From an optimization exercise on the open Yosys and OpenROAD flow, aimed at small area and a short achievable clock period; shortcuts taken in it are not production practice.
RTL that was checked went through simulation tests only; none was proved equivalent to the original.
Power and IR drop assume default switching activity.

==> flow/design.v (excerpt) <==
module UART_TRANSMITTER (
	input clock_i, reset_n_i, data_write_i,
	input [7:0] data_i,
	input [5:0] data_buffer_full_thres_i,
	input [1:0] baudrate_select_i,
	output data_buffer_full_o,
	output uart_tx_o
);
==> module UART_TRANSMITTER, before the edit <==
module UART_TRANSMITTER (
	input clock_i, reset_n_i, data_write_i,
	input [7:0] data_i,
	input [5:0] data_buffer_full_thres_i,
	input [1:0] baudrate_select_i,
	output data_buffer_full_o,
	output uart_tx_o
);
reg [7:0] num;
reg w;
always @(*)
	case (baudrate_select_i)
		2'd0: w = num[4];
		2'd1: w = num[5];
		2'd2: w = num[6];
		default: w = num[7];
	endcase
always @(posedge clock_i)
	num <= reset_n_i ? (w ? 8'd0 : num + 8'd1) : 8'd0;
wire tick = reset_n_i & w;
localparam IDLE = 4'd3, START = 4'd8, PARITY = 4'd1, STOP = 4'd2;
reg [3:0] ph;
reg [5:0] cnt;
wire nonempty = cnt != 6'd0;
wire done = tick & (ph == STOP);
wire [5:0] match, nthr;
wire [1:0] miss;
genvar i;
generate
	for (i = 0; i < 6; i = i + 1) begin : cmp
		G_INV t (.a(data_buffer_full_thres_i[i]), .y(nthr[i]));
		G_A22OI x (.a1(data_buffer_full_thres_i[i]), .a2(~cnt[i]),
		           .b1(nthr[i]), .b2(cnt[i]), .y(match[i]));
	end
endgenerate
G_NAND3 n0 (.a(match[0]), .b(match[1]), .c(match[2]), .y(miss[0]));
G_NAND3 n1 (.a(match[3]), .b(match[4]), .c(match[5]), .y(miss[1]));
G_NOR2 n2 (.a(miss[0]), .b(miss[1]), .y(data_buffer_full_o));
wire full = cnt == data_buffer_full_thres_i;
wire wr = data_write_i & ~full;
wire [5:0] cnt_up = done ? cnt : cnt + 6'd1;
wire [5:0] cnt_kp = done ? cnt - 6'd1 : cnt;
always @(posedge clock_i)
	cnt <= reset_n_i ? (wr ? cnt_up : cnt_kp) : 6'd0;
always @(posedge clock_i)
	if (!reset_n_i)
		ph <= IDLE;
	else if (tick & (ph != IDLE | nonempty))
		ph <= (ph == IDLE) ? START : ph + 4'd1;
reg [255:0] R;             
reg [4:0] sw, sr;          
reg cm;                    
reg hc;                    
reg [7:0] D1;              
reg v1;                    
wire [4:0] sw1 = sw + 5'd1;
wire [3:0] E = sw1[4:1];   
wire ins = (wr & ~sw[0]) | v1;
wire [7:0] nidata;
G_MUX2I8 dmux (.a(data_i), .b(D1), .s(v1), .y(nidata));
wire [7:0] idata = ~nidata;
wire hclr = (ph[3:2] == 2'd0) & (ph != IDLE) & ~hc & (sr == 5'd0);
wire clr = ~reset_n_i | hclr | (cm & (sr != 5'd0));
wire [7:0] tapa = ~R[255:248];    
wire [7:0] tapb = ~R[127:120];    
always @(posedge clock_i) begin
	D1 <= data_i;
	v1 <= wr & sw[0];
end
always @(posedge clock_i)
	if (!reset_n_i) begin
		sw <= 5'd1;
		sr <= 5'd1;
		cm <= 1'b1;
		hc <= 1'b0;
	end else begin
		sw <= wr ? sw : sw1;
		sr <= hclr ? sr : sr + 5'd1;
		cm <= cm & (sr != 5'd0);
		hc <= done ? 1'b0 : (hc | hclr);
	end
reg nb, par, txq;
wire [2:0] k = ph[2:0];    
always @(posedge clock_i)
	if (sr[3:0] == 4'd0)
		nb <= sr[4] ? tapb[k] : tapa[k];
always @(posedge clock_i)
	if (tick & ph[3])
		par <= (ph == START ? 1'b0 : par) ^ nb;
always @(posedge clock_i)
	if (!reset_n_i)
		txq <= 1'b1;
	else if (tick)
		txq <= (ph == IDLE) ? ~nonempty :
		       ph[3] ? nb :
		       (ph == 4'd0) ? par : 1'b1;
assign uart_tx_o = txq;
genvar m;
generate
	for (m = 0; m < 16; m = m + 1) begin : stage
		wire sel = ins & (E == m);
		if (m == 0) begin : tap
			always @(posedge clock_i)
				R[7:0] <= (tapa & {8{~clr}}) | ({8{sel & reset_n_i}} & idata);
		end else if (m % 2 == 1) begin : inv
			wire [7:0] d;
			RING_AOI g (.a(R[16*m-8 +: 8]), .d(idata), .s(sel), .y(d));
			always @(posedge clock_i)
				R[16*m +: 8] <= d;
		end else begin : noninv
			wire [7:0] d;
			RING_OAI g (.a(R[16*m-8 +: 8]), .nd(nidata), .ns(~sel), .y(d));
			always @(posedge clock_i)
				R[16*m +: 8] <= d;
		end
		always @(posedge clock_i)
			R[16*m+8 +: 8] <= R[16*m +: 8];
	end
endgenerate
endmodule
==> module G_INV, before the edit <==
module G_INV (input a, output y);
assign y = ~a;
endmodule
==> module G_A22OI, before the edit <==
module G_A22OI (input a1, a2, b1, b2, output y);
assign y = ~((a1 & a2) | (b1 & b2));
endmodule
clock: 6.0 ns
lec_check: 0
cap_margin: 20
core_margin: 2
core_utilization: 60
cts_cluster_diameter: 100
cts_cluster_size: 30
setup_slack_margin: 3.2
slew_margin: 20
synth_hierarchical: 1
synth_minimum_keep_size: 0
standard.sh (not shown) runs the stock make flow with config.mk's settings and CLKGATE_MAP_FILE= SYNTH_SCRIPT=/design/flow/synth_recipe.tcl, a recipe that flattens the netlist after the stock synthesis.
==> flow/flow/run.sh <==
#!/bin/bash
# The standard layout, with the ports buffered by plain buffers instead of
# ORFS's default choice (a delay cell that repair cannot resize out of its
# footprint). Everything else is the standard.sh unchanged.
set -euo pipefail
export BUFFER_PORTS_ARGS="-buffer_cell sky130_fd_sc_hd__buf_2"
bash standard.sh > standard.log 2>&1
Rerun with:
--- a/flow/design.v
+++ b/flow/design.v
@@ -21,18 +21,17 @@
 localparam IDLE = 4'd3, START = 4'd8, PARITY = 4'd1, STOP = 4'd2;
 reg [3:0] ph;
 reg [5:0] cnt;
 wire nonempty = cnt != 6'd0;
 wire done = tick & (ph == STOP);
-wire [5:0] match, nthr;
+wire [5:0] match, x1;
 wire [1:0] miss;
 genvar i;
 generate
 	for (i = 0; i < 6; i = i + 1) begin : cmp
-		G_INV t (.a(data_buffer_full_thres_i[i]), .y(nthr[i]));
-		G_A22OI x (.a1(data_buffer_full_thres_i[i]), .a2(~cnt[i]),
-		           .b1(nthr[i]), .b2(cnt[i]), .y(match[i]));
+		G_NAND2 p (.a(data_buffer_full_thres_i[i]), .b(cnt[i]), .y(x1[i]));
+		G_O21AI m (.a1(data_buffer_full_thres_i[i]), .a2(cnt[i]), .b1(x1[i]), .y(match[i]));
 	end
 endgenerate
 G_NAND3 n0 (.a(match[0]), .b(match[1]), .c(match[2]), .y(miss[0]));
 G_NAND3 n1 (.a(match[3]), .b(match[4]), .c(match[5]), .y(miss[1]));
 G_NOR2 n2 (.a(miss[0]), .b(miss[1]), .y(data_buffer_full_o));
@@ -130,15 +129,15 @@
 	input ns,
 	output [7:0] y
 );
 assign y = ~(a & ({8{ns}} | nd));
 endmodule
-module G_INV (input a, output y);
-assign y = ~a;
+module G_O21AI (input a1, a2, b1, output y);
+assign y = ~((a1 | a2) & b1);
 endmodule
-module G_A22OI (input a1, a2, b1, b2, output y);
-assign y = ~((a1 & a2) | (b1 & b2));
+module G_NAND2 (input a, b, output y);
+assign y = ~(a & b);
 endmodule
 module G_NAND3 (input a, b, c, output y);
 assign y = ~(a & b & c);
 endmodule
 module G_NOR2 (input a, b, output y);
Design area falls slightly.
Worst hold slack degrades by 0.0051 ns.
Via count increases slightly.
Fmax rises by a few percent.
Clock-buffer cell count is unchanged.
Synthesized cell count goes down slightly.
Area after synthesis goes down slightly.
Clock skew drops by 0.0051 ns.
Wire length shrinks slightly.
Power goes down slightly.
Core utilization is lower by 0.43 points.
Sequential share of layout area came out higher by 0.63 points.
No functional check of the RTL was part of the first run of this note.

========
## run A
UART_TRANSMITTER, a different RTL version from the one above (not shown whole).
Size in the first run: roughly 670 cells after synthesis, roughly 300 flip-flops, roughly 21 I/O pins, about 8400 um2 of cells after synthesis.
==> module UART_TRANSMITTER, before the edit <==
module UART_TRANSMITTER (
	input clock_i, reset_n_i, data_write_i,
	input [7:0] data_i,
	input [5:0] data_buffer_full_thres_i,
	input [1:0] baudrate_select_i,
	output data_buffer_full_o,
	output uart_tx_o
);
reg [7:0] num;
reg w;
always @(*)
	case (baudrate_select_i)
		2'd0: w = num[4];
		2'd1: w = num[5];
		2'd2: w = num[6];
		default: w = num[7];
	endcase
always @(posedge clock_i)
	num <= reset_n_i ? (w ? 8'd0 : num + 8'd1) : 8'd0;
wire tick = reset_n_i & w;
reg [3:0] ph;
reg [5:0] cnt;
wire nonempty = cnt != 6'd0;
wire done = tick & (ph == 4'd11);
wire [5:0] match;
wire [1:0] miss;
genvar i;
generate
	for (i = 0; i < 6; i = i + 1) begin : cmp
		G_XNOR2 x (.a(cnt[i]), .b(data_buffer_full_thres_i[i]), .y(match[i]));
	end
endgenerate
G_NAND3 n0 (.a(match[0]), .b(match[1]), .c(match[2]), .y(miss[0]));
G_NAND3 n1 (.a(match[3]), .b(match[4]), .c(match[5]), .y(miss[1]));
G_NOR2 n2 (.a(miss[0]), .b(miss[1]), .y(data_buffer_full_o));
wire full = cnt == data_buffer_full_thres_i;
wire wr = data_write_i & ~full;
wire [5:0] cnt_up = done ? cnt : cnt + 6'd1;
wire [5:0] cnt_kp = done ? cnt - 6'd1 : cnt;
always @(posedge clock_i)
	cnt <= reset_n_i ? (wr ? cnt_up : cnt_kp) : 6'd0;
always @(posedge clock_i)
	if (!reset_n_i)
		ph <= 4'd0;
	else if (tick)
		ph <= (ph == 4'd0) ? {3'd0, nonempty} : (ph == 4'd11) ? 4'd0 : ph + 4'd1;
reg [255:0] R;             
reg [4:0] sw, sr;          
reg cm;                    
reg hc;                    
reg [7:0] D1;              
reg v1;                    
wire [4:0] sw1 = sw + 5'd1;
wire [3:0] E = sw1[4:1];   
wire ins = (wr & ~sw[0]) | v1;
wire [7:0] idata = v1 ? D1 : data_i;
wire [7:0] nidata = ~idata;
wire hclr = (ph >= 4'd9) & ~hc & (sr == 5'd0);
wire clr = ~reset_n_i | hclr | (cm & (sr != 5'd0));
wire [7:0] tapa = ~R[255:248];    
wire [7:0] tapb = ~R[127:120];    
always @(posedge clock_i) begin
	D1 <= data_i;
	v1 <= wr & sw[0];
end
always @(posedge clock_i)
	if (!reset_n_i) begin
		sw <= 5'd1;
		sr <= 5'd1;
		cm <= 1'b1;
		hc <= 1'b0;
	end else begin
		sw <= wr ? sw : sw1;
		sr <= hclr ? sr : sr + 5'd1;
		cm <= cm & (sr != 5'd0);
		hc <= done ? 1'b0 : (hc | hclr);
	end
reg nb, par, txq;
wire [2:0] k = ph[2:0] - 3'd1;    
always @(posedge clock_i)
	if (sr[3:0] == 4'd0)
		nb <= sr[4] ? tapb[k] : tapa[k];
always @(posedge clock_i)
	if (tick & (ph >= 4'd1) & (ph <= 4'd8))
		par <= (ph == 4'd1 ? 1'b0 : par) ^ nb;
always @(posedge clock_i)
	if (!reset_n_i)
		txq <= 1'b1;
	else if (tick)
		txq <= (ph == 4'd0) ? ~nonempty :
		       (ph <= 4'd8) ? nb :
		       (ph == 4'd9) ? par : 1'b1;
assign uart_tx_o = txq;
genvar m;
generate
	for (m = 0; m < 16; m = m + 1) begin : stage
		wire sel = ins & (E == m);
		if (m == 0) begin : tap
			always @(posedge clock_i)
				R[7:0] <= (tapa & {8{~clr}}) | ({8{sel & reset_n_i}} & idata);
		end else if (m % 2 == 1) begin : inv
			wire [7:0] d;
			RING_AOI g (.a(R[16*m-8 +: 8]), .d(idata), .s(sel), .y(d));
			always @(posedge clock_i)
				R[16*m +: 8] <= d;
		end else begin : noninv
			wire [7:0] d;
			RING_OAI g (.a(R[16*m-8 +: 8]), .nd(nidata), .ns(~sel), .y(d));
			always @(posedge clock_i)
				R[16*m +: 8] <= d;
		end
		always @(posedge clock_i)
			R[16*m+8 +: 8] <= R[16*m +: 8];
	end
endgenerate
endmodule
==> module G_XNOR2, before the edit <==
module G_XNOR2 (input a, b, output y);
assign y = ~(a ^ b);
endmodule
==> flow/config.mk <==
export PLATFORM = sky130hd
export DESIGN_NAME = UART_TRANSMITTER
export DESIGN_NICKNAME = UART_TRANSMITTER
export VERILOG_FILES = /design/flow/design.v
export SDC_FILE = /design/flow/constraint.sdc
export NUM_CORES = 4
export LEC_CHECK = 0
export CAP_MARGIN = 20
export CORE_MARGIN = 2
export CORE_UTILIZATION = 60
export CTS_CLUSTER_DIAMETER = 100
export CTS_CLUSTER_SIZE = 30
export SETUP_SLACK_MARGIN = 3.2
export SLEW_MARGIN = 20
export SYNTH_HIERARCHICAL = 1
export SYNTH_MINIMUM_KEEP_SIZE = 0
==> flow/constraint.sdc <==
create_clock -name core_clock -period 6.0 [get_ports {clock_i}]
set_input_delay 1.2000 -clock core_clock [delete_from_list [all_inputs] [get_ports {clock_i}]]
set_output_delay 1.2000 -clock core_clock [all_outputs]
set_load 0.01 [all_outputs]
Scripts as last shown in full above: flow/flow/run.sh
Changes in run B relative to run A:
--- a/flow/design.v
+++ b/flow/design.v
@@ -16,48 +16,57 @@
 		default: w = num[7];
 	endcase
 always @(posedge clock_i)
 	num <= reset_n_i ? (w ? 8'd0 : num + 8'd1) : 8'd0;
 wire tick = reset_n_i & w;
+localparam IDLE = 4'd3, START = 4'd8, PARITY = 4'd1, STOP = 4'd2;
 reg [3:0] ph;
 reg [5:0] cnt;
 wire nonempty = cnt != 6'd0;
-wire done = tick & (ph == 4'd11);
-wire [5:0] match;
+wire done = tick & (ph == STOP);
+wire [5:0] match, nthr, ncnt, x1, x2;
 wire [1:0] miss;
 genvar i;
 generate
 	for (i = 0; i < 6; i = i + 1) begin : cmp
-		G_XNOR2 x (.a(cnt[i]), .b(data_buffer_full_thres_i[i]), .y(match[i]));
+		G_INV t (.a(data_buffer_full_thres_i[i]), .y(nthr[i]));
+		G_INV c (.a(cnt[i]), .y(ncnt[i]));
+		G_NAND2 p (.a(data_buffer_full_thres_i[i]), .b(cnt[i]), .y(x1[i]));
+		G_NAND2 q (.a(nthr[i]), .b(ncnt[i]), .y(x2[i]));
+		G_NAND2 m (.a(x1[i]), .b(x2[i]), .y(match[i]));
 	end
 endgenerate
 G_NAND3 n0 (.a(match[0]), .b(match[1]), .c(match[2]), .y(miss[0]));
 G_NAND3 n1 (.a(match[3]), .b(match[4]), .c(match[5]), .y(miss[1]));
 G_NOR2 n2 (.a(miss[0]), .b(miss[1]), .y(data_buffer_full_o));
-wire full = cnt == data_buffer_full_thres_i;
+reg full;
 wire wr = data_write_i & ~full;
 wire [5:0] cnt_up = done ? cnt : cnt + 6'd1;
 wire [5:0] cnt_kp = done ? cnt - 6'd1 : cnt;
-always @(posedge clock_i)
-	cnt <= reset_n_i ? (wr ? cnt_up : cnt_kp) : 6'd0;
+wire [5:0] cnt_nx = reset_n_i ? (wr ? cnt_up : cnt_kp) : 6'd0;
+always @(posedge clock_i) begin
+	cnt <= cnt_nx;
+	full <= cnt_nx == data_buffer_full_thres_i;
+end
 always @(posedge clock_i)
 	if (!reset_n_i)
-		ph <= 4'd0;
-	else if (tick)
-		ph <= (ph == 4'd0) ? {3'd0, nonempty} : (ph == 4'd11) ? 4'd0 : ph + 4'd1;
+		ph <= IDLE;
+	else if (tick & (ph != IDLE | nonempty))
+		ph <= (ph == IDLE) ? START : ph + 4'd1;
 reg [255:0] R;             
 reg [4:0] sw, sr;          
 reg cm;                    
 reg hc;                    
 reg [7:0] D1;              
 reg v1;                    
 wire [4:0] sw1 = sw + 5'd1;
 wire [3:0] E = sw1[4:1];   
 wire ins = (wr & ~sw[0]) | v1;
-wire [7:0] idata = v1 ? D1 : data_i;
-wire [7:0] nidata = ~idata;
-wire hclr = (ph >= 4'd9) & ~hc & (sr == 5'd0);
+wire [7:0] nidata;
+G_MUX2I8 dmux (.a(data_i), .b(D1), .s(v1), .y(nidata));
+wire [7:0] idata = ~nidata;
+wire hclr = (ph[3:2] == 2'd0) & (ph != IDLE) & ~hc & (sr == 5'd0);
 wire clr = ~reset_n_i | hclr | (cm & (sr != 5'd0));
 wire [7:0] tapa = ~R[255:248];    
 wire [7:0] tapb = ~R[127:120];    
 always @(posedge clock_i) begin
 	D1 <= data_i;
@@ -74,24 +83,24 @@
 		sr <= hclr ? sr : sr + 5'd1;
 		cm <= cm & (sr != 5'd0);
 		hc <= done ? 1'b0 : (hc | hclr);
 	end
 reg nb, par, txq;
-wire [2:0] k = ph[2:0] - 3'd1;    
+wire [2:0] k = ph[2:0];    
 always @(posedge clock_i)
 	if (sr[3:0] == 4'd0)
 		nb <= sr[4] ? tapb[k] : tapa[k];
 always @(posedge clock_i)
-	if (tick & (ph >= 4'd1) & (ph <= 4'd8))
-		par <= (ph == 4'd1 ? 1'b0 : par) ^ nb;
+	if (tick & ph[3])
+		par <= (ph == START ? 1'b0 : par) ^ nb;
 always @(posedge clock_i)
 	if (!reset_n_i)
 		txq <= 1'b1;
 	else if (tick)
-		txq <= (ph == 4'd0) ? ~nonempty :
-		       (ph <= 4'd8) ? nb :
-		       (ph == 4'd9) ? par : 1'b1;
+		txq <= (ph == IDLE) ? ~nonempty :
+		       ph[3] ? nb :
+		       (ph == 4'd0) ? par : 1'b1;
 assign uart_tx_o = txq;
 genvar m;
 generate
 	for (m = 0; m < 16; m = m + 1) begin : stage
 		wire sel = ins & (E == m);
@@ -126,14 +135,20 @@
 	input ns,
 	output [7:0] y
 );
 assign y = ~(a & ({8{ns}} | nd));
 endmodule
-module G_XNOR2 (input a, b, output y);
-assign y = ~(a ^ b);
+module G_INV (input a, output y);
+assign y = ~a;
+endmodule
+module G_NAND2 (input a, b, output y);
+assign y = ~(a & b);
 endmodule
 module G_NAND3 (input a, b, c, output y);
 assign y = ~(a & b & c);
 endmodule
 module G_NOR2 (input a, b, output y);
 assign y = ~(a | b);
 endmodule
+module G_MUX2I8 (input [7:0] a, b, input s, output [7:0] y);
+assign y = ~(s ? b : a);
+endmodule
--- outcome ---
Via count (run B vs. run A) increases by more than 10%
Diff run A -> run B: total power consumption of the routed design increased 1.3%; post-placement worst setup slack increased 0.10 ns.
From run A to run B the numbers moved as follows: net count of the mapped netlist grew by 10%, combined area of the multi-input logic cells grew by about 4%.
Compared with run A, run B shows a higher flip-flop and latch count.
Compared with run A, run B shows a flip-flop and latch count after synthesis that is 1 higher.
The net switching power figure in run B sits about 1.3% above the value recorded for run A.
The non-clock inverter count in the final layout in run A is 0.56 times that in run B.
Going from run A to run B, clock share of power went up 2.7 points; maximum frequency picked up an extra 1.4%; met1 wire length climbed about 9%.
The RTL of run B was laid out without a check of its function.

separate check: timing with driven ports:
Ports are ideal in the flow. The routed layouts listed here were re-timed in OpenROAD. Step 1 sets driving cells, clkbuf_16 on the clock port and buf_2 on the other inputs (assumed; they add their load-dependent delay and slew). Step 2 adds t to the input delays and takes it off the output delays; t is the mean of the earliest and latest rising clock arrival at the registers after step 1. Input paths then give back, and output paths get back, about the clock's delay inside the block. Three values: no drivers, after step 1, after step 2; two values: the first two.
run	t (ns)	setup WS [ns]	latest minus earliest clock arrival (ns)
the first run of note 1	0.516	2.932 / 2.905 / 2.576	0.031 / 0.030
the second run of note 1	0.510	3.058 / 3.004 / 2.597	0.025 / 0.025
run A	0.513	3.023 / 2.981 / 2.796	0.027 / 0.028
run B	0.516	3.065 / 3.026 / 2.732	0.023 / 0.023
After both steps setup and hold are still met in every run listed. For the second run of note 1, which loses most, drivers alone change the setup slack by -0.054 ns; drivers and shift together by -0.461 ns.
